What follows belongs to an exercise in optimizing a design on an open flow for small area, a short achievable clock period and few clock cycles per item; a production flow would make more cautious choices. At most, simulation tests tie the RTL to the original design; equivalence was not proved. No activity file was given, so power comes from the tool's default toggle rates.

==> flow/design.v <==
module SHA(
	input logic PCLK_IN,
	input logic [4:0] PADDR_IN,
	input logic PRESETn_IN,
	input logic PSEL_IN,
	input logic PENABLE_IN,
	input logic PWRITE_IN,
	input logic [31:0] PWDATA_IN,
	output logic PREADY_OUT,
	output logic [31:0] PRDATA_OUT);
	localparam logic [31:0] K0 = 32'h5a827999, K1 = 32'h6ed9eba1,
	                        K2 = 32'h8f1bbcdc, K3 = 32'hca62c1d6;
	logic [31:0] M [16];    
	logic [15:0] zf;        
	logic [31:0] S [16];    
	logic [31:0] H [5];     
	logic [31:0] a, b, c, d, eKW;
	logic [6:0] p;          
	logic sch;              
	logic [3:0] tgt;        
	logic [1:0] kn;         
	logic [31:0] F1, F0;    
	logic xrot;             
	logic ok;               
	logic ld2;              
	logic busy;             
	wire rdy = !busy;
	wire rst = !PRESETn_IN;
	wire we = PSEL_IN & !PENABLE_IN & PWRITE_IN & rdy;
	wire [3:0] k = PADDR_IN[4] ? 4'd15 : PADDR_IN[3:0];
	logic [15:0] wk;        
	always_comb for (int j = 0; j < 16; j++) wk[j] = we && k == j;
	wire ld1 = rdy & !ld2 & (!ok | p[4]);
	wire hazard = we & (ld1 ? 1'b0 : ld2 ? (k == 4'd0) : (sch | (k < tgt)));
	wire last = !rdy & (p == 7'd80);
	logic [31:0] f;
	always_comb for (int i = 0; i < 32; i++) f[i] = b[i] ? F1[i] : F0[i];
	wire [31:0] a5 = {a[26:0], a[31:27]};
	wire [31:0] T = a5 + f + eKW;
	wire [31:0] cn = {b[1:0], b[31:2]};
	wire [31:0] cxd = cn ^ c;
	wire [31:0] F1n = (kn == 2'd0) ? cn : (kn == 2'd2) ? (cn | c) : ~cxd;
	wire [31:0] F0n = (kn == 2'd0) ? c : (kn == 2'd2) ? (cn & c) : cxd;
	wire [31:0] kv = (kn == 2'd0) ? K0 : (kn == 2'd1) ? K1 : (kn == 2'd2) ? K2 : K3;
	wire [31:0] eKW_n = d + kv + S[15];
	wire [3:0] tw = ld1 ? 4'd0 : ld2 ? 4'd1 : tgt;
	wire tv = ld1 | ld2 | !sch;
	logic [31:0] msel;
	always_comb begin
		msel = 32'd0;
		for (int j = 0; j < 16; j++)
			if (tv && tw == j && !zf[j]) msel = msel | M[j];
	end
	wire wsel = we & tv & (k == tw);   
	wire [31:0] wrec = S[13] ^ S[8] ^ S[2] ^ S[0];
	wire [31:0] wn = wsel ? PWDATA_IN : tv ? msel : {wrec[30:0], wrec[31]};
	wire [31:0] X = xrot ? {a[1:0], a[31:2]} : a;
	wire [31:0] hsum = H[4] + X;
	wire ring = !rdy & (p >= 7'd76);
	always_ff @(posedge PCLK_IN) begin
		for (int j = 0; j < 16; j++)
			if (wk[j]) M[j] <= PWDATA_IN;
		if (rst) zf <= 16'hffff;
		else zf <= zf & ~wk;
		for (int j = 0; j < 15; j++) S[j] <= S[j+1];
		S[15] <= wn;
		eKW <= eKW_n;
		if (ld2) begin
			a <= H[0]; b <= H[1]; c <= H[2]; d <= H[3];
			F1 <= H[2]; F0 <= H[3];
		end else begin
			a <= T; b <= a; c <= cn; d <= ld1 ? H[4] : c;
			F1 <= F1n; F0 <= F0n;
		end
		if (rst || ld1 || ld2 || last) begin
			p <= 7'd0;
			tgt <= 4'd2;
			sch <= 1'b0;
			kn <= 2'd0;
		end else begin
			p <= p + 7'd1;
			tgt <= tgt + 4'd1;
			sch <= sch | (tgt == 4'd15);
			if (p == 7'd18) kn <= 2'd1;
			if (p == 7'd38) kn <= 2'd2;
			if (p == 7'd58) kn <= 2'd3;
		end
		xrot <= (p <= 7'd77);
		if (rst) begin
			PREADY_OUT <= 1'b1;
			busy <= 1'b0;
			ok <= 1'b0;
			ld2 <= 1'b0;
		end else begin
			if (last || hazard) ok <= 1'b0;
			else if (ld2) ok <= 1'b1;
			ld2 <= ld1;
			PREADY_OUT <= rdy_n;
			busy <= !rdy_n;
		end
		if (rst) begin
			H[0] <= 32'h67452301;
			H[1] <= 32'hefcdab89;
			H[2] <= 32'h98badcfe;
			H[3] <= 32'h10325476;
			H[4] <= 32'hc3d2e1f0;
		end else if (ring) begin
			H[0] <= hsum; H[1] <= H[0]; H[2] <= H[1]; H[3] <= H[2]; H[4] <= H[3];
		end
		case (PADDR_IN)
			5'd16: PRDATA_OUT <= H[0];
			5'd17: PRDATA_OUT <= H[1];
			5'd18: PRDATA_OUT <= H[2];
			5'd19: PRDATA_OUT <= H[3];
			5'd20: PRDATA_OUT <= H[4];
			default: PRDATA_OUT <= 32'd0;
		endcase
	end
	wire rdy_n = rst | (rdy ? !(PSEL_IN & PENABLE_IN) : last);
endmodule
export LEC_CHECK = 0
export CAP_MARGIN = 20
export CORE_MARGIN = 2
export CORE_UTILIZATION = 50
export GPL_TIMING_DRIVEN = 1
export PLACE_DENSITY = 0.6
export SLEW_MARGIN = 20
export TNS_END_PERCENT = 5
create_clock -name core_clock -period 11.0 [get_ports {PCLK_IN}]
standard.sh (not shown) runs the stock make flow with config.mk's settings and CLKGATE_MAP_FILE= SYNTH_SCRIPT=/design/flow/synth_recipe.tcl, a recipe that flattens the netlist after the stock synthesis.
==> flow/flow/run.sh <==
#!/bin/bash
# The standard layout with: the standard synthesis script, its logic mapped
# by a delay-oriented ABC script; repair_timing aiming for a larger setup slack;
# a clock tree of larger sink clusters without dummy loads; buf_2 port buffers;
# the pin assignment in io.tcl.
set -euo pipefail
here=$PWD
{ head -1 synth_recipe.tcl; sed "s|@ABC_SCRIPT@|$here/flow/delay.abc|" flow/abc_override.tcl; tail -n +2 synth_recipe.tcl; } > my_synth.tcl
bash standard.sh SYNTH_SCRIPT=$here/my_synth.tcl SETUP_SLACK_MARGIN=7.8 \
  "CTS_ARGS=-sink_clustering_enable -repair_clock_nets -dont_use_dummy_load -sink_clustering_size 24 -sink_clustering_max_diameter 100" \
  "BUFFER_PORTS_ARGS=-buffer_cell sky130_fd_sc_hd__buf_2" \
  IO_CONSTRAINTS=$here/flow/io.tcl \
  finish > standard.log 2>&1
==> flow/flow/abc_override.tcl <==
# Map the logic with a delay-oriented ABC script (structural hashing, then a
# choice computation and a delay-driven cut mapping), instead of
# ORFS's abc_speed.script. Only the combinational mapping changes.
proc abc {args} {
  set i [lsearch -exact $args -script]
  if {$i >= 0} { set args [lreplace $args $i [expr {$i + 1}] -script @ABC_SCRIPT@] }
  yosys abc {*}$args
}
==> flow/flow/delay.abc <==
strash; dch; map -D 1500; topo; buffer -c; upsize -c; dnsize -c
==> flow/flow/io.tcl <==
# Pin assignment: the bus control, address and read data on one edge, next to
# each other, so the read path from PADDR_IN to PRDATA_OUT stays short; the
# write data on the neighbouring edge.
set_io_pin_constraint -pin_names {PADDR_IN[*] PSEL_IN PENABLE_IN PWRITE_IN PREADY_OUT PRDATA_OUT[*]} -region right:*
set_io_pin_constraint -pin_names {PWDATA_IN[*]} -region top:*
Testbench counts at the start, summed over its fixed seeds: cycles 34,095, blocks 397.
Next try:
--- a/flow/design.v
+++ b/flow/design.v
@@ -9,84 +9,96 @@
 	output logic PREADY_OUT,
 	output logic [31:0] PRDATA_OUT);
 	localparam logic [31:0] K0 = 32'h5a827999, K1 = 32'h6ed9eba1,
 	                        K2 = 32'h8f1bbcdc, K3 = 32'hca62c1d6;
 	logic [31:0] M [16];    
 	logic [15:0] zf;        
+	logic wv;               
+	logic [3:0] wa;
+	logic [31:0] wd;
 	logic [31:0] S [16];    
 	logic [31:0] H [5];     
 	logic [31:0] a, b, c, d, eKW;
 	logic [6:0] p;          
 	logic sch;              
 	logic [3:0] tgt;        
+	logic [15:0] oh;        
 	logic [1:0] kn;         
+	logic [31:0] kv;        
 	logic [31:0] F1, F0;    
 	logic xrot;             
 	logic ok;               
 	logic ld2;              
 	logic busy;             
 	wire rdy = !busy;
 	wire rst = !PRESETn_IN;
 	wire we = PSEL_IN & !PENABLE_IN & PWRITE_IN & rdy;
 	wire [3:0] k = PADDR_IN[4] ? 4'd15 : PADDR_IN[3:0];
 	logic [15:0] wk;        
-	always_comb for (int j = 0; j < 16; j++) wk[j] = we && k == j;
+	always_comb for (int j = 0; j < 16; j++) wk[j] = wv && wa == j;
 	wire ld1 = rdy & !ld2 & (!ok | p[4]);
 	wire hazard = we & (ld1 ? 1'b0 : ld2 ? (k == 4'd0) : (sch | (k < tgt)));
 	wire last = !rdy & (p == 7'd80);
 	logic [31:0] f;
 	always_comb for (int i = 0; i < 32; i++) f[i] = b[i] ? F1[i] : F0[i];
 	wire [31:0] a5 = {a[26:0], a[31:27]};
 	wire [31:0] T = a5 + f + eKW;
 	wire [31:0] cn = {b[1:0], b[31:2]};
 	wire [31:0] cxd = cn ^ c;
 	wire [31:0] F1n = (kn == 2'd0) ? cn : (kn == 2'd2) ? (cn | c) : ~cxd;
 	wire [31:0] F0n = (kn == 2'd0) ? c : (kn == 2'd2) ? (cn & c) : cxd;
-	wire [31:0] kv = (kn == 2'd0) ? K0 : (kn == 2'd1) ? K1 : (kn == 2'd2) ? K2 : K3;
 	wire [31:0] eKW_n = d + kv + S[15];
 	wire [3:0] tw = ld1 ? 4'd0 : ld2 ? 4'd1 : tgt;
 	wire tv = ld1 | ld2 | !sch;
+	wire [15:0] ts = ld1 ? 16'h0001 : ld2 ? 16'h0002 : oh;   
 	logic [31:0] msel;
 	always_comb begin
 		msel = 32'd0;
 		for (int j = 0; j < 16; j++)
-			if (tv && tw == j && !zf[j]) msel = msel | M[j];
+			if (ts[j] && !zf[j]) msel = msel | M[j];
 	end
 	wire wsel = we & tv & (k == tw);   
 	wire [31:0] wrec = S[13] ^ S[8] ^ S[2] ^ S[0];
-	wire [31:0] wn = wsel ? PWDATA_IN : tv ? msel : {wrec[30:0], wrec[31]};
+	wire [31:0] mseln = (wv && wa == tw) ? wd : msel;
+	wire [31:0] wn = wsel ? PWDATA_IN : tv ? mseln : {wrec[30:0], wrec[31]};
 	wire [31:0] X = xrot ? {a[1:0], a[31:2]} : a;
 	wire [31:0] hsum = H[4] + X;
 	wire ring = !rdy & (p >= 7'd76);
 	always_ff @(posedge PCLK_IN) begin
 		for (int j = 0; j < 16; j++)
-			if (wk[j]) M[j] <= PWDATA_IN;
+			if (wk[j]) M[j] <= wd;
+		wv <= we & !rst;
+		wa <= k;
+		wd <= PWDATA_IN;
 		if (rst) zf <= 16'hffff;
 		else zf <= zf & ~wk;
 		for (int j = 0; j < 15; j++) S[j] <= S[j+1];
 		S[15] <= wn;
 		eKW <= eKW_n;
 		if (ld2) begin
 			a <= H[0]; b <= H[1]; c <= H[2]; d <= H[3];
 			F1 <= H[2]; F0 <= H[3];
 		end else begin
 			a <= T; b <= a; c <= cn; d <= ld1 ? H[4] : c;
 			F1 <= F1n; F0 <= F0n;
 		end
-		if (rst || ld1 || ld2 || last) begin
+		if (ld1 || ld2 || last) begin
 			p <= 7'd0;
 			tgt <= 4'd2;
+			oh <= 16'h0004;
 			sch <= 1'b0;
 			kn <= 2'd0;
+			kv <= K0;
 		end else begin
 			p <= p + 7'd1;
 			tgt <= tgt + 4'd1;
+			oh <= {oh[14:0], 1'b0};
 			sch <= sch | (tgt == 4'd15);
-			if (p == 7'd18) kn <= 2'd1;
-			if (p == 7'd38) kn <= 2'd2;
-			if (p == 7'd58) kn <= 2'd3;
+			if (p == 7'd18) begin kn <= 2'd1; kv <= K1; end
+			if (p == 7'd38) begin kn <= 2'd2; kv <= K2; end
+			if (p == 7'd58) begin kn <= 2'd3; kv <= K3; end
 		end
 		xrot <= (p <= 7'd77);
 		if (rst) begin
 			PREADY_OUT <= 1'b1;
 			busy <= 1'b0;
 			ok <= 1'b0;
=> Total power hardly moves; cell area rises by 1.2%; non-clock buffer count falls by 64; via count barely changes; wire length decreases by 0.77%; sequential share of layout area rose by 1.4 points; critical path depth went down by 5; combinational power fell by 8.1%; maximum frequency came out higher by 1.9%; clock power goes up by about 4%; synthesized cell count rose by 2.0%.
The RTL of the second run of this note was laid out without a check of its function.

-- what the ideal ports hide --
Ports are ideal in the flow. The routed layouts listed here were re-timed in OpenROAD. Step 1 assumes that a clkbuf_16 drives the clock port and a buf_2 every other input. Step 2 moves the port delays by t, midway between the first and last clock arrival at a register: inputs arrive t later, outputs are due t later. That takes back most of the time a late clock gives input paths. Slacks: ideal / step 1 / step 2; pairs: ideal / step 1.
run	shift t [ns]	setup slack, ns	worst register clock-pin slew, ns	worst slew at a driven data input, ns	cell pins on the clock port's net
the first run	0.711	7.520 / 7.560 / 6.849	0.10 / 0.10	0.17	1
the second run	0.705	7.586 / 7.516 / 6.970	0.11 / 0.11	0.17	1
After both steps every run listed still meets setup and hold. The setup slack of the first run, which loses most, moves by +0.040 ns with the drivers and by -0.671 ns with both steps.
